From an optimization exercise on the open Yosys and OpenROAD flow, aimed at small area; shortcuts taken in it are not production practice. RTL that was checked went through simulation tests only; none was proved equivalent to the original. Power and IR drop assume default switching activity.

==> inputs of run F <==
==> flow/design.v <==
module bbfifo_16x8 (
  input        clk,
  input        gsr,
  input  [7:0] data_in,
  input  [2:0] bit_select,
  output       data_bit,
  input        reset,
  input        write,
  input        read,
  output       full,
  output       half_full,
  output       data_present
);
  reg [127:0] sr;
  reg [3:0]   pointer;
  reg         dp;
  wire pz = (pointer == 4'd0);
  wire valid_write = write & (~full | read);
  always @(posedge clk)
    if (valid_write) sr <= {sr[119:0], data_in};
  wire inc = dp & write & ~read & ~full;
  wire dec = dp & read & ~write & ~pz;
  always @(posedge clk)
    if (gsr | reset) begin
      pointer <= 4'd0;
      dp      <= 1'b0;
    end else begin
      if (inc)      pointer <= pointer + 4'd1;
      else if (dec) pointer <= pointer - 4'd1;
      if (dp) begin
        if (pz & read & ~write) dp <= 1'b0;
      end else
        dp <= write;
    end
  wire [15:0] byte_sel = 16'd1 << pointer;
  wire [7:0]  bit_sel  = 8'd1 << bit_select;
  wire [7:0]  planes;
  genvar j, k;
  generate
    for (j = 0; j < 8; j = j + 1) begin : rd
      wire [15:0] plane;
      for (k = 0; k < 16; k = k + 1) begin : bt
        assign plane[k] = sr[8*k + j];
      end
      assign planes[j] = |(plane & byte_sel);
    end
  endgenerate
  assign data_bit     = |(planes & bit_sel);
  assign full         = &pointer;
  assign half_full    = pointer[3];
  assign data_present = dp;
endmodule
module rxfifo_16x8 (
  input        clk,
  input        gsr,
  input  [7:0] data_in,
  output [7:0] data_out,
  input        reset,
  input        write,
  input        read,
  output       full,
  output       half_full,
  output       data_present
);
  reg [7:0]   st [0:15];
  reg [3:0]   pointer;
  reg         dp;
  wire pz = (pointer == 4'd0);
  always @(posedge clk)
    if (read | ~dp) st[0] <= dp ? st[1] : data_in;
  integer i;
  always @(posedge clk)
    for (i = 1; i < 16; i = i + 1)
      if (read | ~dp | (pointer < i))
        st[i] <= (i == 15) ? data_in : st[(i + 1) % 16];
  wire inc = dp & write & ~read & ~full;
  wire dec = dp & read & ~write & ~pz;
  always @(posedge clk)
    if (gsr | reset) begin
      pointer <= 4'd0;
      dp      <= 1'b0;
    end else begin
      if (inc)      pointer <= pointer + 4'd1;
      else if (dec) pointer <= pointer - 4'd1;
      if (dp) begin
        if (pz & read & ~write) dp <= 1'b0;
      end else
        dp <= write;
    end
  assign data_out     = st[0];
  assign full         = &pointer;
  assign half_full    = pointer[3];
  assign data_present = dp;
endmodule
module kcuart_tx (
  input        clk,
  input        gsr,
  output [2:0] bit_select,
  input        data_bit,
  input        send_character,
  input        en_16_x_baud,
  output reg   serial_out,
  output reg   Tx_complete
);
  reg [3:0] state;
  reg [3:0] phase;
  assign bit_select = state[2:0];
  wire idle     = (state == 4'd9);
  wire bit_end  = en_16_x_baud & (&phase);
  always @(posedge clk)
    if (gsr) begin
      state <= 4'd9;
      phase <= 4'd0;
    end else begin
      if (en_16_x_baud & ~idle) phase <= phase + 4'd1;
      if (idle) begin
        if (en_16_x_baud & send_character) state <= 4'd15;
      end else if (bit_end) begin
        if (state == 4'd8) state <= send_character ? 4'd15 : 4'd9;
        else               state <= state + 4'd1;
      end
    end
  always @(posedge clk) begin
    serial_out  <= ~gsr & (state != 4'd15) & (state[3] | data_bit);
    Tx_complete <= ~gsr & bit_end & (state == 4'd7);
  end
endmodule
module kcuart_rx (
  input            clk,
  input            gsr,
  input            serial_in,
  output reg [7:0] data_out,
  output           data_strobe,
  input            en_16_x_baud
);
  reg       sync_serial, stop_bit;
  reg [7:0] count;
  wire idle   = (count == 8'd0);
  wire sample = (count[3:0] == 4'd8) & (count[7:4] != 4'd0) & (count[7:4] <= 4'd8);
  assign data_strobe = (count == 8'd152);
  always @(posedge clk) begin
    sync_serial <= serial_in;
    stop_bit    <= gsr | sync_serial;
  end
  always @(posedge clk)
    if (gsr | data_strobe)
      count <= 8'd0;
    else if (en_16_x_baud & (~idle | ~stop_bit))
      count <= count + 8'd1;
  always @(posedge clk)
    if (en_16_x_baud & sample) data_out <= {stop_bit, data_out[7:1]};
endmodule
module uart_tx (
  input  [7:0] data_in,
  input        write_buffer,
  input        reset_buffer,
  input        en_16_x_baud,
  output       serial_out,
  output       buffer_full,
  output       buffer_half_full,
  input        clk,
  input        gsr
);
  wire [2:0] bit_select;
  wire       fifo_data_bit;
  wire       fifo_data_present;
  wire       fifo_read;
  kcuart_tx kcuart (
    .clk(clk), .gsr(gsr), .bit_select(bit_select), .data_bit(fifo_data_bit), .send_character(fifo_data_present),
    .en_16_x_baud(en_16_x_baud), .serial_out(serial_out), .Tx_complete(fifo_read));
  bbfifo_16x8 buf_0 (
    .clk(clk), .gsr(gsr), .data_in(data_in), .bit_select(bit_select), .data_bit(fifo_data_bit), .reset(reset_buffer),
    .write(write_buffer), .read(fifo_read), .full(buffer_full), .half_full(buffer_half_full),
    .data_present(fifo_data_present));
endmodule
module uart_rx (
  input        serial_in,
  output [7:0] data_out,
  input        read_buffer,
  input        reset_buffer,
  input        en_16_x_baud,
  output       buffer_data_present,
  output       buffer_full,
  output       buffer_half_full,
  input        clk,
  input        gsr
);
  wire [7:0] uart_data_out;
  wire       fifo_write;
  kcuart_rx kcuart (
    .clk(clk), .gsr(gsr), .serial_in(serial_in), .data_out(uart_data_out),
    .data_strobe(fifo_write), .en_16_x_baud(en_16_x_baud));
  rxfifo_16x8 buf_0 (
    .clk(clk), .gsr(gsr), .data_in(uart_data_out), .data_out(data_out), .reset(reset_buffer),
    .write(fifo_write), .read(read_buffer), .full(buffer_full), .half_full(buffer_half_full),
    .data_present(buffer_data_present));
endmodule
module uart (
  input        clk,
  input        rst,               
  input        en_16_x_baud,      
  input  [7:0] tx_data_in,
  input        tx_write_buffer,
  input        tx_reset_buffer,
  output       tx_serial_out,
  output       tx_buffer_full,
  output       tx_buffer_half_full,
  input        rx_serial_in,
  output [7:0] rx_data_out,
  input        rx_read_buffer,
  input        rx_reset_buffer,
  output       rx_buffer_data_present,
  output       rx_buffer_full,
  output       rx_buffer_half_full
);
  uart_tx transmit (
    .data_in(tx_data_in),
    .write_buffer(tx_write_buffer),
    .reset_buffer(tx_reset_buffer),
    .en_16_x_baud(en_16_x_baud),
    .serial_out(tx_serial_out),
    .buffer_full(tx_buffer_full),
    .buffer_half_full(tx_buffer_half_full),
    .clk(clk),
    .gsr(rst));
  uart_rx receive (
    .serial_in(rx_serial_in),
    .data_out(rx_data_out),
    .read_buffer(rx_read_buffer),
    .reset_buffer(rx_reset_buffer),
    .en_16_x_baud(en_16_x_baud),
    .buffer_data_present(rx_buffer_data_present),
    .buffer_full(rx_buffer_full),
    .buffer_half_full(rx_buffer_half_full),
    .clk(clk),
    .gsr(rst));
endmodule
==> flow/flow/run.sh <==
#!/bin/bash
# Own layout flow: the standard ORFS flow (same make targets, same config.mk and
# flow settings, same synthesis script and register mapping), with three changes:
#  1. ABC maps the combinational logic with the area-oriented script flow/area.abc
#     instead of ORFS's delay-oriented one (ORFS's synth.tcl is used otherwise unchanged);
#  2. clock tree synthesis gets explicit clustering settings and no dummy loads;
#  3. the port buffers that buffer_ports inserts are sky130_fd_sc_hd__buf_1.
# Each tool's output goes to orfs/logs (ORFS's own logs) and to make.log here.
set -euo pipefail
W=$(pwd)
# optional overrides for experiments (CTS_ARGS_OVERRIDE, CTS_SIZE, CTS_DIAM, CTS_BUF)
if [ -f flow/params.sh ]; then source flow/params.sh; fi
export FLOW_OWN_ABC="$W/flow/area.abc"
export CTS_ARGS="${CTS_ARGS_OVERRIDE:--sink_clustering_enable -repair_clock_nets -sink_clustering_size ${CTS_SIZE:-20} -sink_clustering_max_diameter ${CTS_DIAM:-70} -buf_list sky130_fd_sc_hd__clkbuf_${CTS_BUF:-8} -dont_use_dummy_load}"
export BUFFER_PORTS_ARGS="-buffer_cell sky130_fd_sc_hd__buf_1"

# standard.sh's make command line, with our synthesis script in place of synth_recipe.tcl
cmd=$(grep '^make ' standard.sh)
cmd=${cmd//"SYNTH_SCRIPT=$W/synth_recipe.tcl"/"SYNTH_SCRIPT=$W/flow/synth.tcl"}
cmd=${cmd//'"${@:-finish}"'/finish}
echo "$cmd" > make_cmd.txt
eval "$cmd" > make.log 2>&1

results=$W/orfs/results/$FLOW_PLATFORM/uart/base
: # left out here: write the final layout as DEF
==> flow/flow/area.abc <==
strash
&get -n
&st
&dch -f
&nf -R 1000 -p -F 8 -C 32
&put
strash
&get -n
&st
&dch -f
&nf -R 1000 -p -F 8 -C 32
&put
strash
&get -n
&st
&dch -f
&nf -R 1000 -p -F 8 -C 32
&put
strash
&get -n
&st
&dch -f
&nf -R 1000 -p -F 8 -C 32
&put
strash
&get -n
&st
&dch -f
&nf -R 1000 -p -F 8 -C 32
&put
strash
&get -n
&st
&dch -f
&nf -R 1000 -p -F 8 -C 32
&put
strash
&get -n
&st
&dch -f
&nf -R 1000 -p -F 8 -C 32
&put
strash
&get -n
&st
&dch -f
&nf -R 1000 -p -F 8 -C 32
&put
strash
&get -n
&st
&dch -f
&nf -R 1000 -p -F 8 -C 32
&put
strash
&get -n
&st
&dch -f
&nf -R 1000 -p -F 8 -C 32
&put
strash
&get -n
&st
&dch -f
&nf -R 1000 -p -F 8 -C 32
&put
strash
&get -n
&st
&dch -f
&nf -R 1000 -p -F 8 -C 32
&put
strash
&get -n
&st
&dch -f
&nf -R 1000 -p -F 8 -C 32
&put
strash
&get -n
&st
&dch -f
&nf -R 1000 -p -F 8 -C 32
&put
strash
&get -n
&st
&dch -f
&nf -R 1000 -p -F 8 -C 32
&put
strash
&get -n
&st
&dch -f
&nf -R 1000 -p -F 8 -C 32
&put
==> flow/flow/synth.tcl <==
# synth_recipe.tcl (the standard flow's synthesis), except that ORFS's synth.tcl is run with its ABC
# call using the script in $FLOW_OWN_ABC and without its adder mapping; everything else
# is ORFS's synth.tcl as it is.
proc synth {args} { yosys synth -nofsm -noshare {*}$args }
# no separate full/half-adder mapping: ABC maps the counters' logic with the rest
set ::env(ADDER_MAP_FILE) ""
set fh [open $::env(SCRIPTS_DIR)/synth.tcl]
set orfs_synth [read $fh]
close $fh
set from {log_cmd abc {*}$abc_args}
set to {log_cmd abc -script $::env(FLOW_OWN_ABC) {*}[lrange $abc_args 2 end]}
if {[string first $from $orfs_synth] < 0} { error "ORFS synth.tcl has no ABC call to replace" }
set orfs_synth [string map [list $from $to] $orfs_synth]
eval $orfs_synth
# left out here: clear keep_hierarchy, flatten, clean up, hide names made inside functions, write 1_2_yosys.v
==> flow/standard.sh <==
#!/bin/bash
# synth_recipe.tcl (not shown) runs the flow's synth.tcl, then flattens the netlist and writes it again
# the make line also repeats each setting of config.mk as NAME=value (left out here)
make -C /OpenROAD-flow-scripts/flow DESIGN_CONFIG=/design/flow/config.mk WORK_HOME=/design/flow/orfs CLKGATE_MAP_FILE= SYNTH_SCRIPT=/design/flow/synth_recipe.tcl "${@:-finish}"
==> flow/config.mk <==
export PLATFORM = sky130hd
export DESIGN_NAME = uart
export DESIGN_NICKNAME = uart
export VERILOG_FILES = /design/flow/design.v
export SDC_FILE = /design/flow/constraint.sdc
export NUM_CORES = 8
export LEC_CHECK = 0
export CAP_MARGIN = 20
export CORE_MARGIN = 2
export CORE_UTILIZATION = 60
export PLACE_DENSITY = 0.8
export SLEW_MARGIN = 20
==> flow/constraint.sdc <==
create_clock -name core_clock -period 5.0 [get_ports {clk}]
set_input_delay 1.0000 -clock core_clock [delete_from_list [all_inputs] [get_ports {clk}]]
set_output_delay 1.0000 -clock core_clock [all_outputs]
set_load 0.01 [all_outputs]
==> run X (differences from run F) <==
==> flow/design.v, changed modules only <==
module bbfifo_16x8 (
  input        clk,
  input        gsr,
  input  [7:0] data_in,
  output [7:0] data_out,
  input        reset,
  input        write,
  input        read,
  output       full,
  output       half_full,
  output       data_present
);
  reg [127:0] sr;
  reg [3:0]   pointer;
  reg         dp;
  wire pz = (pointer == 4'd0);
  wire valid_write = write & (~full | read);
  always @(posedge clk)
    if (valid_write) sr <= {sr[119:0], data_in};
  always @(posedge clk)
    if (gsr | reset) begin
      pointer <= 4'd0;
      dp      <= 1'b0;
    end else if (dp) begin
      if (pz & ~write) begin
        pointer <= 4'd0;
        if (read) dp <= 1'b0;
      end else
        pointer <= pointer + {3'b000, valid_write} - {3'b000, read};
    end else
      dp <= write;
  assign data_out     = sr[{pointer, 3'b000} +: 8];
  assign full         = &pointer;
  assign half_full    = pointer[3];
  assign data_present = dp;
endmodule
module rxfifo_16x8 (
  input        clk,
  input        gsr,
  input  [7:0] data_in,
  output [7:0] data_out,
  input        reset,
  input        write,
  input        read,
  output       full,
  output       half_full,
  output       data_present
);
  reg [7:0]   st [0:15];
  reg [3:0]   pointer;
  reg         dp;
  wire pz = (pointer == 4'd0);
  wire valid_write = write & (~full | read);
  always @(posedge clk)
    if (read | ~dp) st[0] <= dp ? st[1] : data_in;
  integer i;
  always @(posedge clk)
    for (i = 1; i < 16; i = i + 1)
      if (read | ~dp | (pointer < i))
        st[i] <= (i == 15) ? data_in : st[(i + 1) % 16];
  always @(posedge clk)
    if (gsr | reset) begin
      pointer <= 4'd0;
      dp      <= 1'b0;
    end else if (dp) begin
      if (pz & ~write) begin
        pointer <= 4'd0;
        if (read) dp <= 1'b0;
      end else
        pointer <= pointer + {3'b000, valid_write} - {3'b000, read};
    end else
      dp <= write;
  assign data_out     = st[0];
  assign full         = &pointer;
  assign half_full    = pointer[3];
  assign data_present = dp;
endmodule
module kcuart_tx (
  input        clk,
  input        gsr,
  input  [7:0] data_in,
  input        send_character,
  input        en_16_x_baud,
  output reg   serial_out,
  output reg   Tx_complete
);
  reg [3:0] state;
  reg [3:0] phase;
  wire idle     = (state == 4'd9);
  wire bit_end  = en_16_x_baud & (&phase);
  always @(posedge clk)
    if (gsr) begin
      state <= 4'd9;
      phase <= 4'd0;
    end else begin
      if (en_16_x_baud & ~idle) phase <= phase + 4'd1;
      if (idle) begin
        if (en_16_x_baud & send_character) state <= 4'd15;
      end else if (bit_end) begin
        if (state == 4'd8) state <= send_character ? 4'd15 : 4'd9;
        else               state <= state + 4'd1;
      end
    end
  always @(posedge clk) begin
    serial_out  <= ~gsr & (state != 4'd15) & (state[3] | data_in[state[2:0]]);
    Tx_complete <= ~gsr & bit_end & (state == 4'd7);
  end
endmodule
module kcuart_rx (
  input            clk,
  input            gsr,
  input            serial_in,
  output reg [7:0] data_out,
  output reg       data_strobe,
  input            en_16_x_baud
);
  reg       sync_serial, stop_bit;
  reg [7:0] count;
  wire unarmed = (count == 8'd255);
  wire idle    = (count == 8'd0);
  wire sample  = (count[3:0] == 4'd8) & (count[7:4] >= 4'd1) & (count[7:4] <= 4'd8);
  wire done    = (count == 8'd151);
  always @(posedge clk) begin
    sync_serial <= serial_in;
    stop_bit    <= sync_serial;
    data_strobe <= ~gsr & en_16_x_baud & done;
  end
  always @(posedge clk)
    if (gsr)
      count <= 8'd255;
    else if (en_16_x_baud) begin
      if (done)
        count <= 8'd0;
      else if ((unarmed & stop_bit) | (idle & ~stop_bit) | ~(unarmed | idle))
        count <= count + 8'd1;
    end
  always @(posedge clk)
    if (en_16_x_baud & sample) data_out <= {stop_bit, data_out[7:1]};
endmodule
module uart_tx (
  input  [7:0] data_in,
  input        write_buffer,
  input        reset_buffer,
  input        en_16_x_baud,
  output       serial_out,
  output       buffer_full,
  output       buffer_half_full,
  input        clk,
  input        gsr
);
  wire [7:0] fifo_data_out;
  wire       fifo_data_present;
  wire       fifo_read;
  kcuart_tx kcuart (
    .clk(clk), .gsr(gsr), .data_in(fifo_data_out), .send_character(fifo_data_present),
    .en_16_x_baud(en_16_x_baud), .serial_out(serial_out), .Tx_complete(fifo_read));
  bbfifo_16x8 buf_0 (
    .clk(clk), .gsr(gsr), .data_in(data_in), .data_out(fifo_data_out), .reset(reset_buffer),
    .write(write_buffer), .read(fifo_read), .full(buffer_full), .half_full(buffer_half_full),
    .data_present(fifo_data_present));
endmodule
==> flow/run.sh (new file) <==
#!/bin/bash
# synth_recipe.tcl (not shown) runs the flow's synth.tcl, then flattens the netlist and writes it again
# the make line also repeats each setting of config.mk as NAME=value (left out here)
make -C /OpenROAD-flow-scripts/flow DESIGN_CONFIG=/design/flow/config.mk WORK_HOME=/design/flow/orfs CLKGATE_MAP_FILE= SYNTH_SCRIPT=/design/flow/synth_recipe.tcl finish
Settings changed: CORE_UTILIZATION 60 to 40, CTS_BUF_LIST set to sky130_fd_sc_hd__clkbuf_16, CTS_CLUSTER_DIAMETER set to 60, CTS_CLUSTER_SIZE set to 25, PLACE_DENSITY 0.8 to not set.
removed: flow/flow/run.sh
removed: flow/flow/area.abc
removed: flow/flow/synth.tcl
removed: flow/standard.sh
==> run P (differences from run F) <==
==> flow/design.v, changed modules only <==
module bbfifo_16x8 (
  input        clk,
  input        gsr,
  input  [7:0] data_in,
  input  [2:0] bit_select,
  output       data_bit,
  input        reset,
  input        write,
  input        read,
  output       full,
  output       half_full,
  output       data_present
);
  reg [127:0] sr;
  reg [3:0]   pointer;
  reg         dp;
  wire pz = (pointer == 4'd0);
  wire valid_write = write & (~full | read);
  always @(posedge clk)
    if (valid_write) sr <= {sr[119:0], data_in};
  wire inc = dp & write & ~read & ~full;
  wire dec = dp & read & ~write & ~pz;
  always @(posedge clk)
    if (gsr | reset) begin
      pointer <= 4'd0;
      dp      <= 1'b0;
    end else begin
      if (inc)      pointer <= pointer + 4'd1;
      else if (dec) pointer <= pointer - 4'd1;
      if (dp) begin
        if (pz & read & ~write) dp <= 1'b0;
      end else
        dp <= write;
    end
  wire [15:0] byte_sel = 16'd1 << pointer;
  wire [7:0]  bit_sel  = 8'd1 << bit_select;
  wire [15:0] bits;
  genvar k;
  generate
    for (k = 0; k < 16; k = k + 1) begin : rd
      assign bits[k] = |(sr[8*k +: 8] & bit_sel);
    end
  endgenerate
  assign data_bit     = |(bits & byte_sel);
  assign full         = &pointer;
  assign half_full    = pointer[3];
  assign data_present = dp;
endmodule
module kcuart_rx (
  input            clk,
  input            gsr,
  input            serial_in,
  output reg [7:0] data_out,
  output reg       data_strobe,
  input            en_16_x_baud
);
  reg       sync_serial, stop_bit;
  reg [7:0] count;
  wire idle   = (count == 8'd0);
  wire sample = count[7] & (count[3:0] == 4'd0);
  wire done   = (count == 8'd255);
  always @(posedge clk) begin
    sync_serial <= gsr | serial_in;
    stop_bit    <= gsr | sync_serial;
    data_strobe <= ~gsr & en_16_x_baud & done;
  end
  always @(posedge clk)
    if (gsr)
      count <= 8'd0;
    else if (en_16_x_baud) begin
      if (~idle)          count <= count + 8'd1;
      else if (~stop_bit) count <= 8'd105;
    end
  always @(posedge clk)
    if (en_16_x_baud & sample) data_out <= {stop_bit, data_out[7:1]};
endmodule
--- a/flow/flow/run.sh
+++ b/flow/flow/run.sh
@@ -10,6 +10,5 @@
 W=$(pwd)
-# optional overrides for experiments (CTS_ARGS_OVERRIDE, CTS_SIZE, CTS_DIAM, CTS_BUF)
 if [ -f flow/params.sh ]; then source flow/params.sh; fi
 export FLOW_OWN_ABC="$W/flow/area.abc"
-export CTS_ARGS="${CTS_ARGS_OVERRIDE:--sink_clustering_enable -repair_clock_nets -sink_clustering_size ${CTS_SIZE:-20} -sink_clustering_max_diameter ${CTS_DIAM:-70} -buf_list sky130_fd_sc_hd__clkbuf_${CTS_BUF:-8} -dont_use_dummy_load}"
+export CTS_ARGS="-sink_clustering_enable -repair_clock_nets -sink_clustering_size ${CTS_SIZE:-20} -sink_clustering_max_diameter ${CTS_DIAM:-50} -buf_list sky130_fd_sc_hd__clkbuf_${CTS_BUF:-8} -dont_use_dummy_load"
 export BUFFER_PORTS_ARGS="-buffer_cell sky130_fd_sc_hd__buf_1"
==> flow/flow/area.abc (replaced) <==
strash
&get -n
&st
&dch -f
&nf -R 1000
&put
strash
&get -n
&st
&dch -f
&nf -R 1000
&put
strash
&get -n
&st
&dch -f
&nf -R 1000
&put
strash
&get -n
&st
&dch -f
&nf -R 1000
&put
==> flow/flow/params.sh (new file) <==
CTS_SIZE=20
CTS_DIAM=65
CTS_BUF=8
Settings changed: CORE_UTILIZATION 60 to 40, PLACE_DENSITY 0.8 to not set.
==> run C (differences from run F) <==
==> flow/design.v, changed modules only <==
module bbfifo_16x8 (
  input        clk,
  input        gsr,
  input  [7:0] data_in,
  input  [2:0] bit_select,
  output       data_bit,
  input        reset,
  input        write,
  input        read,
  output       full,
  output       half_full,
  output       data_present
);
  reg [127:0] sr;
  reg [3:0]   pointer;
  reg         dp;
  wire pz = (pointer == 4'd0);
  wire valid_write = write & (~full | read);
  always @(posedge clk)
    if (valid_write) sr <= {sr[119:0], data_in};
  wire inc = dp & write & ~read & ~full;
  wire dec = dp & read & ~write & ~pz;
  always @(posedge clk)
    if (gsr | reset) begin
      pointer <= 4'd0;
      dp      <= 1'b0;
    end else begin
      if (inc)      pointer <= pointer + 4'd1;
      else if (dec) pointer <= pointer - 4'd1;
      if (dp) begin
        if (pz & read & ~write) dp <= 1'b0;
      end else
        dp <= write;
    end
  wire [15:0] byte_sel = 16'd1 << pointer;
  wire [7:0]  bit_sel  = 8'd1 << bit_select;
  wire [15:0] bits;
  genvar k;
  generate
    for (k = 0; k < 16; k = k + 1) begin : rd
      assign bits[k] = |(sr[8*k +: 8] & bit_sel);
    end
  endgenerate
  assign data_bit     = |(bits & byte_sel);
  assign full         = &pointer;
  assign half_full    = pointer[3];
  assign data_present = dp;
endmodule
module kcuart_rx (
  input            clk,
  input            gsr,
  input            serial_in,
  output reg [7:0] data_out,
  output reg       data_strobe,
  input            en_16_x_baud
);
  reg       sync_serial, stop_bit;
  reg [7:0] count;
  wire idle   = (count == 8'd0);
  wire sample = count[7] & (count[3:0] == 4'd0);
  wire done   = (count == 8'd255);
  always @(posedge clk) begin
    sync_serial <= gsr | serial_in;
    stop_bit    <= gsr | sync_serial;
    data_strobe <= ~gsr & en_16_x_baud & done;
  end
  always @(posedge clk)
    if (gsr)
      count <= 8'd0;
    else if (en_16_x_baud) begin
      if (~idle)          count <= count + 8'd1;
      else if (~stop_bit) count <= 8'd105;
    end
  always @(posedge clk)
    if (en_16_x_baud & sample) data_out <= {stop_bit, data_out[7:1]};
endmodule
--- a/flow/flow/run.sh
+++ b/flow/flow/run.sh
@@ -10,6 +10,5 @@
 W=$(pwd)
-# optional overrides for experiments (CTS_ARGS_OVERRIDE, CTS_SIZE, CTS_DIAM, CTS_BUF)
 if [ -f flow/params.sh ]; then source flow/params.sh; fi
 export FLOW_OWN_ABC="$W/flow/area.abc"
-export CTS_ARGS="${CTS_ARGS_OVERRIDE:--sink_clustering_enable -repair_clock_nets -sink_clustering_size ${CTS_SIZE:-20} -sink_clustering_max_diameter ${CTS_DIAM:-70} -buf_list sky130_fd_sc_hd__clkbuf_${CTS_BUF:-8} -dont_use_dummy_load}"
+export CTS_ARGS="-sink_clustering_enable -repair_clock_nets -sink_clustering_size ${CTS_SIZE:-20} -sink_clustering_max_diameter ${CTS_DIAM:-50} -buf_list sky130_fd_sc_hd__clkbuf_${CTS_BUF:-8} -dont_use_dummy_load"
 export BUFFER_PORTS_ARGS="-buffer_cell sky130_fd_sc_hd__buf_1"
==> flow/flow/area.abc (replaced) <==
strash
&get -n
&st
&dch -f
&nf -R 1000
&put
strash
&get -n
&st
&dch -f
&nf -R 1000
&put
strash
&get -n
&st
&dch -f
&nf -R 1000
&put
strash
&get -n
&st
&dch -f
&nf -R 1000
&put
==> flow/flow/params.sh (new file) <==
CTS_SIZE=10
CTS_DIAM=40
CTS_BUF=4
==> comparison <==
- Sequential share of layout area, highest first: run F, run C, run P, run X.
- Against run P, the via count of run C is larger by about 5%.
- In run X the hold slack is worse than in run P, by 0.066 ns.
- Against run F, the total power of run C is larger by 4.9%.
- The highest die area belongs to run X, the lowest to run F.
- The highest register-to-register slack belongs to run P, the lowest to run F.
- Between run C and run P, the lower final cell count is in run C (gap 9.8%, measured against run P).
- Against run X, the synthesized cell count of run C is lower by about 12%.
- Against run F, the non-clock buffer count of run C is higher by 2.
Only the layout flow was run in run F and run X; the RTL was not checked for function there.

==> re-timing with driven ports <==
No port has a modelled driver above. Below, the same layouts with a new extraction and two added sets of constraints. Step 1: set_driving_cell puts a clkbuf_16 on clk and a buf_2 on each other input, an assumption about the parent block. Step 2 times the ports against the registers' clock, not the clock port: input delays grow and output delays shrink by t, the midpoint of the rising clock arrivals with the driver on. Three values: ideal ports, drivers, drivers and shift; two values: the first two.
| run | shift t [ns] | slack for setup (ns) | worst setup path after step 2 |
|---|---|---|---|
| run F | 0.559 | 1.705 / 1.666 / 1.687 | input to register |
| run X | 0.559 | 1.561 / 1.516 / 1.828 | input to register |
| run P | 0.541 | 2.117 / 2.078 / 1.985 | input to register |
| run C | 0.619 | 2.062 / 2.025 / 1.985 | input to register |
After both steps setup and hold are still met in every run listed. For run P, which loses most, drivers alone change the setup slack by -0.039 ns; drivers and shift together by -0.132 ns.
